Context: an optimization exercise on an open-source flow, tuned for small area and a short achievable clock period. The choices shown serve that exercise and are no tape-out recipe. Only simulation tests tie the RTL to the original design; equivalence was not proved.

===== flow/config.mk =====
export PLATFORM = sky130hd
export DESIGN_NAME = sparq_dot8
export DESIGN_NICKNAME = sparq_dot8
export VERILOG_FILES = /design/flow/design.v
export SDC_FILE = /design/flow/constraint.sdc
export NUM_CORES = 4
export LEC_CHECK = 0
export ABC_AREA = 1
export CAP_MARGIN = 20
export CORE_MARGIN = 2
export CORE_UTILIZATION = 55
export PLACE_DENSITY = 0.65
export SLEW_MARGIN = 20

===== flow/constraint.sdc =====
create_clock -name core_clock -period 11.0 [get_ports {clk}]
set_input_delay 2.2000 -clock core_clock [delete_from_list [all_inputs] [get_ports {clk}]]
set_output_delay 2.2000 -clock core_clock [all_outputs]
set_load 0.01 [all_outputs]

===== flow/design.v =====
`timescale 1 ns / 1 ns
package SPARQ_PKG;
localparam ARRAY_DIMENSION = 8;
localparam EXP_SIZE = 5;
localparam MANT_SIZE = 10;
localparam BIAS = 15;
localparam FLOAT_SIZE = 1 + EXP_SIZE + MANT_SIZE;
localparam INT_SIZE = 4;
endpackage: SPARQ_PKG
`timescale 1 ns / 1 ns
module FifoBuffer #(
  parameter integer DATA_SIZE = 16,
  parameter integer CYCLES    = 2
) (
  input  logic                 clk,
  input  logic [DATA_SIZE-1:0] in,
  output logic [DATA_SIZE-1:0] out
);
  logic [DATA_SIZE-1:0] data [0:CYCLES-1];
  always @ (posedge clk) begin
    data[0] <= in;
    for (int i = 1; i < CYCLES; i++) data[i] <= data[i-1];
  end
  assign out = data[CYCLES-1];
endmodule
module float_multiplier (
  input  logic [15:0] in_A,
  input  logic [3:0]  in_B,
  output logic [15:0] out
);
  logic [4:0]  e, exp_o;
  logic [10:0] f;
  logic [3:0]  m;
  logic [13:0] prod, op1, op2;
  logic        cin, cout;
  logic [9:0]  mant;
  always_comb begin
    e    = {in_A[14:11], in_A[10] | (in_A[14:10] == 5'd0)};
    f    = {in_A[14:10] != 5'd0, in_A[9:0]};
    m    = in_B[3] ? (~in_B + 4'd1) : in_B;
    cin  = 1'b0;
    case (m)
      4'd1: begin op1 = {3'd0, f};       op2 = 14'd0; end
      4'd2: begin op1 = {2'd0, f, 1'b0}; op2 = 14'd0; end
      4'd3: begin op1 = {2'd0, f, 1'b0}; op2 = {3'd0, f}; end
      4'd4: begin op1 = {1'd0, f, 2'b0}; op2 = 14'd0; end
      4'd5: begin op1 = {1'd0, f, 2'b0}; op2 = {3'd0, f}; end
      4'd6: begin op1 = {1'd0, f, 2'b0}; op2 = {2'd0, f, 1'b0}; end
      4'd7: begin op1 = {f, 3'b0};       op2 = ~{3'd0, f}; cin = 1'b1; end
      4'd8: begin op1 = {f, 3'b0};       op2 = 14'd0; end
      default: begin op1 = 14'd0; op2 = 14'd0; end
    endcase
  end
  pfx_add #(14) add (.a(op1), .b(op2), .cin(cin), .s(prod), .cout(cout));
  always_comb begin
    if (prod[13]) begin
      mant = prod[12:3]; exp_o = e + 5'd3;
    end else if (prod[12]) begin
      mant = prod[11:2]; exp_o = e + 5'd2;
    end else if (prod[11]) begin
      mant = prod[10:1]; exp_o = e + 5'd1;
    end else begin
      mant = prod[9:0];  exp_o = prod[10] ? e : 5'd0;
    end
    out = {in_A[15] ^ in_B[3], exp_o, mant};
  end
endmodule
module pfx_add #(
  parameter int W = 12
) (
  input  logic [W-1:0] a,
  input  logic [W-1:0] b,
  input  logic         cin,
  output logic [W-1:0] s,
  output logic         cout
);
  localparam int L = $clog2(W + 1);
  logic [W:0] g [0:L];
  logic [W:0] p [0:L];
  always_comb begin
    g[0][0] = cin;
    p[0][0] = 1'b0;
    for (int i = 0; i < W; i++) begin
      g[0][i+1] = a[i] & b[i];
      p[0][i+1] = a[i] ^ b[i];
    end
    for (int l = 0; l < L; l++) begin
      for (int i = 0; i <= W; i++) begin
        if ((i >> l) & 1) begin
          g[l+1][i] = g[l][i] | (p[l][i] & g[l][((i >> l) << l) - 1]);
          p[l+1][i] = p[l][i] & p[l][((i >> l) << l) - 1];
        end
        else begin
          g[l+1][i] = g[l][i];
          p[l+1][i] = p[l][i];
        end
      end
    end
    for (int i = 0; i < W; i++) s[i] = p[0][i+1] ^ g[L][i];
    cout = g[L][W];
  end
endmodule
module fadd_n (
  input  logic [11:0] sum,     
  input  logic [4:0]  eL,      
  input  logic        sL,
  input  logic [15:0] p,       
  output logic [10:0] fP,      
  output logic [10:0] fS,
  output logic [3:0]  amtP,    
  output logic        zP,      
  output logic [3:0]  amtS,
  output logic        zS,
  output logic        invP,    
  output logic        invS,
  output logic        cin,
  output logic [4:0]  neL,     
  output logic        nsL      
);
  logic [11:0] sent, v, x8, x4, x2, x1, w8, w4, w2;
  logic        s8, s4, s2, s1;
  logic [3:0]  t;
  logic        wrap, zero, special;
  logic [4:0]  ep, es;
  logic [6:0]  X, D, ND;
  logic        p_gt_e, eq_e, a_ge, sub;
  always_comb begin
    sent = 12'd0;
    for (int i = 0; i < 12; i++) if (eL == 5'(11 - i)) sent[i] = 1'b1;
    v  = sum | sent;
    s8 = v[11:4] == 8'd0;
    x8 = s8 ? {sum[3:0], 8'd0} : sum;
    w8 = s8 ? {v[3:0], 8'd0} : v;
    s4 = w8[11:8] == 4'd0;
    x4 = s4 ? {x8[7:0], 4'd0} : x8;
    w4 = s4 ? {w8[7:0], 4'd0} : w8;
    s2 = w4[11:10] == 2'd0;
    x2 = s2 ? {x4[9:0], 2'd0} : x4;
    w2 = s2 ? {w4[9:0], 2'd0} : w4;
    s1 = !w2[11];
    x1 = s1 ? {x2[10:0], 1'b0} : x2;
    t  = {s8, s4, s2, s1};
    wrap    = (eL == 5'd31) && sum[11];
    zero    = sum == 12'd0;
    special = wrap || zero;
    fS = {x1[11] && !wrap, x1[10:1]};
    es = special ? 5'd1 : eL + 5'd1 - {1'b0, t};
    ep = {p[14:11], p[10] | (p[14:10] == 5'd0)};
    fP = {p[14:10] != 5'd0, p[9:0]};
    X  = {2'b00, eL} + 7'd1 - {2'b00, ep};
    D  = special ? 7'd1 - {2'b00, ep} : X - {3'b000, t};
    ND = special ? {2'b00, ep} - 7'd1 : {3'b000, t} - X;
    p_gt_e = D[6];
    eq_e   = D == 7'd0;
    amtP = p_gt_e ? 4'd0 : D[3:0];
    zP   = !p_gt_e && (D[5:4] != 2'b00);
    amtS = p_gt_e ? ND[3:0] : 4'd0;
    zS   = p_gt_e && (ND[5:4] != 2'b00);
    a_ge = p_gt_e || (eq_e && fP >= fS);
    sub  = p[15] ^ sL;
    invP = sub && !a_ge;
    invS = sub && a_ge;
    cin  = sub;
    neL  = p_gt_e ? ep : es;
    nsL  = a_ge ? p[15] : sL;
  end
endmodule
module fadd_f (
  input  logic [10:0] fP,
  input  logic [10:0] fS,
  input  logic [3:0]  amtP,
  input  logic        zP,
  input  logic [3:0]  amtS,
  input  logic        zS,
  input  logic        invP,
  input  logic        invS,
  input  logic        cin,
  output logic [11:0] sum
);
  logic [10:0] xP, xS;
  logic [11:0] op1, op2;
  logic        cout;
  always_comb begin
    xP  = zP ? 11'd0 : fP >> amtP;
    xS  = zS ? 11'd0 : fS >> amtS;
    op1 = invP ? ~{1'b0, xP} : {1'b0, xP};
    op2 = invS ? ~{1'b0, xS} : {1'b0, xS};
  end
  pfx_add #(12) add (.a(op1), .b(op2), .cin(cin), .s(sum), .cout(cout));
endmodule
module fadd_norm (
  input  logic [11:0] sum,
  input  logic [4:0]  eL,      
  input  logic        sL,
  output logic [15:0] out
);
  logic [11:0] sent, v, x8, x4, x2, x1, w8, w4, w2;
  logic        s8, s4, s2, s1;
  logic [3:0]  t;
  logic [4:0]  exp_o;
  always_comb begin
    sent = 12'd0;
    for (int i = 0; i < 12; i++) if (eL == 5'(11 - i)) sent[i] = 1'b1;
    v  = sum | sent;
    s8 = v[11:4] == 8'd0;
    x8 = s8 ? {sum[3:0], 8'd0} : sum;
    w8 = s8 ? {v[3:0], 8'd0} : v;
    s4 = w8[11:8] == 4'd0;
    x4 = s4 ? {x8[7:0], 4'd0} : x8;
    w4 = s4 ? {w8[7:0], 4'd0} : w8;
    s2 = w4[11:10] == 2'd0;
    x2 = s2 ? {x4[9:0], 2'd0} : x4;
    w2 = s2 ? {w4[9:0], 2'd0} : w4;
    s1 = !w2[11];
    x1 = s1 ? {x2[10:0], 1'b0} : x2;
    t  = {s8, s4, s2, s1};
    exp_o = x1[11] ? eL + 5'd1 - {1'b0, t} : 5'd0;
    out = {sL, exp_o, x1[10:1]};
  end
endmodule
`timescale 1 ns / 1 ns
module sparq_dot8 (
  input  logic         clk,
  input  logic         rstn,
  input  logic         w_load,
  input  logic [127:0] w_data,
  input  logic         in_valid,
  input  logic [31:0]  in_act,
  input  logic [15:0]  in_acc,
  output logic         out_valid,
  output logic [15:0]  out_data
);
  localparam int N   = 8;
  localparam int LAT = 2*N + 3;    
  logic [15:0] weight [0:N-1];
  always @ (posedge clk) begin
    if (w_load) begin
      for (int i = 0; i < N; i++) weight[i] <= w_data[16*i +: 16];
    end
  end
  logic [LAT-1:0] vld;
  always @ (posedge clk) begin
    if (!rstn) vld <= '0;
    else       vld <= {vld[LAT-2:0], in_valid};
  end
  assign out_valid = vld[LAT-1];
  logic [15:0] acc_r;
  logic [3:0]  act0_r;
  always @ (posedge clk) begin
    acc_r  <= in_acc;
    act0_r <= in_act[3:0];
  end
  logic [3:0] act [1:N-1];
  genvar k;
  generate
    for (k = 1; k < N; k++) begin : skew
      FifoBuffer #(.DATA_SIZE(4), .CYCLES(2*k+1)) dl (.clk(clk), .in(in_act[4*k +: 4]), .out(act[k]));
    end
  endgenerate
  logic [11:0] sum_r [0:N];
  logic [4:0]  eL_r  [0:N];
  logic        sL_r  [0:N];
  logic [15:0] p_r   [0:N-1];
  logic [15:0] p0;
  float_multiplier mul0 (.in_A(weight[0]), .in_B(act0_r), .out(p0));
  always @ (posedge clk) begin
    sum_r[0] <= {1'b0, acc_r[14:10] != 5'd0, acc_r[9:0]};
    eL_r[0]  <= {acc_r[14:11], acc_r[10] | (acc_r[14:10] == 5'd0)};
    sL_r[0]  <= acc_r[15];
    p_r[0]   <= p0;
  end
  generate
    for (k = 0; k < N; k++) begin : pe
      logic [10:0] fP, fS;
      logic [3:0]  amtP, amtS;
      logic        zP, zS, invP, invS, cin;
      logic [4:0]  neL;
      logic        nsL;
      fadd_n n (.sum(sum_r[k]), .eL(eL_r[k]), .sL(sL_r[k]), .p(p_r[k]),
                .fP(fP), .fS(fS), .amtP(amtP), .zP(zP), .amtS(amtS), .zS(zS),
                .invP(invP), .invS(invS), .cin(cin), .neL(neL), .nsL(nsL));
      logic [10:0] fP_r, fS_r;
      logic [3:0]  amtP_r, amtS_r;
      logic        zP_r, zS_r, invP_r, invS_r, cin_r;
      logic [4:0]  neL_r;
      logic        nsL_r;
      always @ (posedge clk) begin
        fP_r   <= fP;
        fS_r   <= fS;
        amtP_r <= amtP;
        zP_r   <= zP;
        amtS_r <= amtS;
        zS_r   <= zS;
        invP_r <= invP;
        invS_r <= invS;
        cin_r  <= cin;
        neL_r  <= neL;
        nsL_r  <= nsL;
      end
      logic [11:0] nsum;
      fadd_f f (.fP(fP_r), .fS(fS_r), .amtP(amtP_r), .zP(zP_r), .amtS(amtS_r), .zS(zS_r),
                .invP(invP_r), .invS(invS_r), .cin(cin_r), .sum(nsum));
      always @ (posedge clk) begin
        sum_r[k+1] <= nsum;
        eL_r[k+1]  <= neL_r;
        sL_r[k+1]  <= nsL_r;
      end
      if (k < N-1) begin : next
        logic [15:0] p_next;
        float_multiplier mul (.in_A(weight[k+1]), .in_B(act[k+1]), .out(p_next));
        always @ (posedge clk) p_r[k+1] <= p_next;
      end
    end
  endgenerate
  logic [15:0] res;
  fadd_norm norm_out (.sum(sum_r[N]), .eL(eL_r[N]), .sL(sL_r[N]), .out(res));
  always @ (posedge clk) out_data <= res;
endmodule

===== flow/run.sh =====
#!/bin/bash
# synth_recipe.tcl (not shown) runs the flow's synth.tcl, then flattens the netlist and writes it again
# the make line also repeats each setting of config.mk as NAME=value (left out here)
make -C /OpenROAD-flow-scripts/flow DESIGN_CONFIG=/design/flow/config.mk WORK_HOME=/design/flow/orfs CLKGATE_MAP_FILE= SYNTH_SCRIPT=/design/flow/synth_recipe.tcl finish

==> results.cfg <==
[synthesis]
yosys.area_share.simple = 0.229
synth_xor_area_frac = 0.0579
synth_enable_flop_cells = 128
synth_top_family_by_area = simple AND/OR/NAND/NOR gates
muxShareOfSynthArea = 0.00532
ys_ff_latch = 1052
synthAdderAreaFrac = 0.134
synth_compound_area_frac = 0.150
synth_area_per_cell_um2 = 7.42
ys_warn_count = 36
async_flop_share = 0
synth_ff_type = dfxtp_1
syn-cell-area_um2 = 65800
synthCells = 8877
yosysUniqueCellTypes = 68
syn_nets = 9697
seq_area_frac_synth = 0.339

[route]
vias_per_cell = 5.28
wirelength_um = 153000
num_vias = 56300
drtIter0Drc = 3852
antenna_left = 0
drt-pass1-iter-count = 6
drc = 0
wl_per_cell_um = 14.3

[timing]
hold_viol_final = 0
fin_tns_setup_ns = 0
min_period_ns = 5.59
fmax_mhz = 179
period_share = 0.508
rsz0062_at_grt = no
worstMarginPinSlew_ns = 0.969
maxSlewViolCount = 0
clock_skew_ns = 0.0359
fin_hold_ws_ns = 0.303
setup_viol = 0
slew_headroom = 0.353

[place]
numPortBuffers = 196
gp_congestion = 0.921
dp_hpwl_um = 119000

[setup_path]
r2r-end = pe[2].nsL_r
critical_path.max_stage_delay_ns = 0.50
reg2reg_depth = 27
critPathLaunchType = register
crit_path_top_delay_cell = inv_1
path_common_cell = nand2_1
cp.required_ns = 11.62
path_class = reg2reg
cp-startpoint = eL_r[2][3]
path_max_fanout = 22
ff2ff_setup_slack_ns = 5.41
crit_end = pe[2].nsL_r
crit_path_end_kind = register
arrival_ns = 6.22
timing.rr.start = eL_r[2][3]

[clocking]
hold_buffers = 0
ctsResizeCount = 0
clk_pin_slew_ns = 0.06
post-cts-setup-buffers = 0
clock_path_buffers = 3
cts.sinks = 1052
tritoncts = done
cts_buffers = 112
clk_latency_ns = 0.74
cts.htree.levels = 3
cts-root-buf = clkbuf_16

[final_layout]
nNetsFinal = 9781
final_cell_mix = nand2_1, inv_1, dfxtp_1
n_antenna_cell = 0
drive_above_1_share = 0.0485
final_common_cell = nand2_1
area_delta_synth_final_pct = 10.5

[run_status]
outcome = no timing/DRC/antenna violations

[grt]
gr-usage-all-layers = 0.247
grt_max_degree = 82
grt_pass1_wl_um = 255000
grt_overflow_total = 0
antenna_found_initial = 1
grt_pass1_vias = 53400

[floorplan]
die_w_um = 350
io_pins = 197
core_area_um2 = 118000
rows = 126
die_y_um = 350
initial_core_util = 0.556
die-area_um2 = 122000

[run]
maxCapViolations = 0

[hold_path]
holdCritPathClass = reg2reg
-- cell usage after synthesis (all sizes together), types with 6 or more instances --
library cell  number  area, µm²
or2               63        394
o211ai           104        781
o32ai              9       78.8
clkinv            42        158
a21oi            412       2100
nor3              67        357
nor2             654       2590
o221ai            95        832
mux2i             35        350
a211oi            19        143
nand3b            19        143
o21ai            731       3740
inv             1147       4310
nor4              34        213
a31oi             40        250
o22ai            135        845
xnor2             70        613
nand3            532       2720
a22oi              6       45.0
fa               105       2100
nand4             42        263
buf               97        613
o31ai             25        188
nand2           2182       8300
edfxtp           128       3840
xor2             365       3200
o21a              29        218
clkbuf           142        533
dfxtp            924      18500
a21o              26        195
and2               8       50.1
ha               535       6690
o21bai            28        240
-- sequential cells by signal, indices dropped and copies added (netlist names), 9 cells and up --
name and count:
p_r 128, eL_r 45, acc_r 16, vld 19, pe.neL_r 40, sL_r 9, pe.fP_r 88, sum_r 107
skew.dl.data 252, pe.amtP_r 32, weight 128, pe.fS_r 88, pe.amtS_r 32, out_data 16
-- through the flow --
stage | setup slack, ns | area, µm² | instances | utilization
final | 5.41 | 72800 | 10700 | 0.615
after global routing | 4.65 | 72800 | 10700 | 0.615
after CTS | 5.47 | 72700 | 10700 | 0.614
after detailed placement | 5.50 | 68700 | 10400 | 0.581
after global placement | 5.51 | 68700 | 10400 | 0.581
after floorplan | 7.07 | 65800 | 8877 | -
-- final cells by class --
cell class / instances / area [µm²]
Fill cell: 10700 / 45600
Inverter: 1189 / 4470
Clock inverter: 69 / 790
Clock buffer: 144 / 3200
Timing Repair Buffer: 209 / 2060
Sequential cell: 1052 / 22300
Tap cell: 1600 / 2000
Multi-Input combinational cell: 6397 / 37900
-- critical path, delay by kind of cell, from the launching register on --
family          cells  cell delay, ns
buf+inv             3            0.90
simple gates       18            2.69
flops               1            0.46
xor+xnor            1            0.18
compound gates      3            0.56
fa+ha+maj           2            0.69
-- worst min-delay path by stage --
stage	startpoint	cells after the start	slack [ns]	endpoint
after floorplan	pe[0].neL_r[0]	0	0.31	eL_r[1][0]
after global placement	skew[5].dl.data[1][1]	0	0.31	skew[5].dl.data[2][1]
after detailed placement	pe[5].neL_r[2]	0	0.31	eL_r[6][2]
after CTS	pe[6].neL_r[2]	0	0.30	eL_r[7][2]
after global routing	pe[6].neL_r[2]	0	0.32	eL_r[7][2]
final	pe[6].neL_r[2]	0	0.30	eL_r[7][2]
-- routing by layer --
| layer | vias to the layer above | wire length (µm) | track usage | share of wire |
|---|---|---|---|---|
| li1 | 29400 | - | - | - |
| met5 | - | 0 | 0 | 0 |
| met3 | 271 | 5220 | 0.0296 | 0.034 |
| met4 | 0 | 4340 | 0.0767 | 0.028 |
| met1 | 25600 | 67700 | 0.304 | 0.44 |
| met2 | 1113 | 75500 | 0.448 | 0.49 |
-- kinds of logic after synthesis --
kind of cell,count (synthesis)
simple gates,3605
compound gates,1682
buf+inv,1428
flops,1052
fa+ha+maj,640
xor+xnor,435
mux,35

port drivers added, routing unchanged:
The results above use ideal ports. As a check the final layout listed here was re-extracted and re-timed, cells and wires unchanged.
Step 1 (the two cells are an assumption about what drives the block):
set clk [get_ports {clk}]
set_driving_cell -lib_cell sky130_fd_sc_hd__clkbuf_16 $clk
set_driving_cell -lib_cell sky130_fd_sc_hd__buf_2 [delete_from_list [all_inputs] $clk]
Step 2 also shifts input and output timing later by t, the mid clock arrival at the registers, as if the neighbouring blocks saw the same clock.
Three values: no drivers, after step 1, after step 2; two values: the first two.
t (ns): 0.795
setup slack, ns: 5.409 / 5.409 / 5.409
worst setup path after step 2: register to register
worst slew at a driven data input, ns: 0.17
After both steps this run still meets setup and hold. The setup slack of this run moves by 0.000 ns with the drivers and by 0.000 ns with both steps.
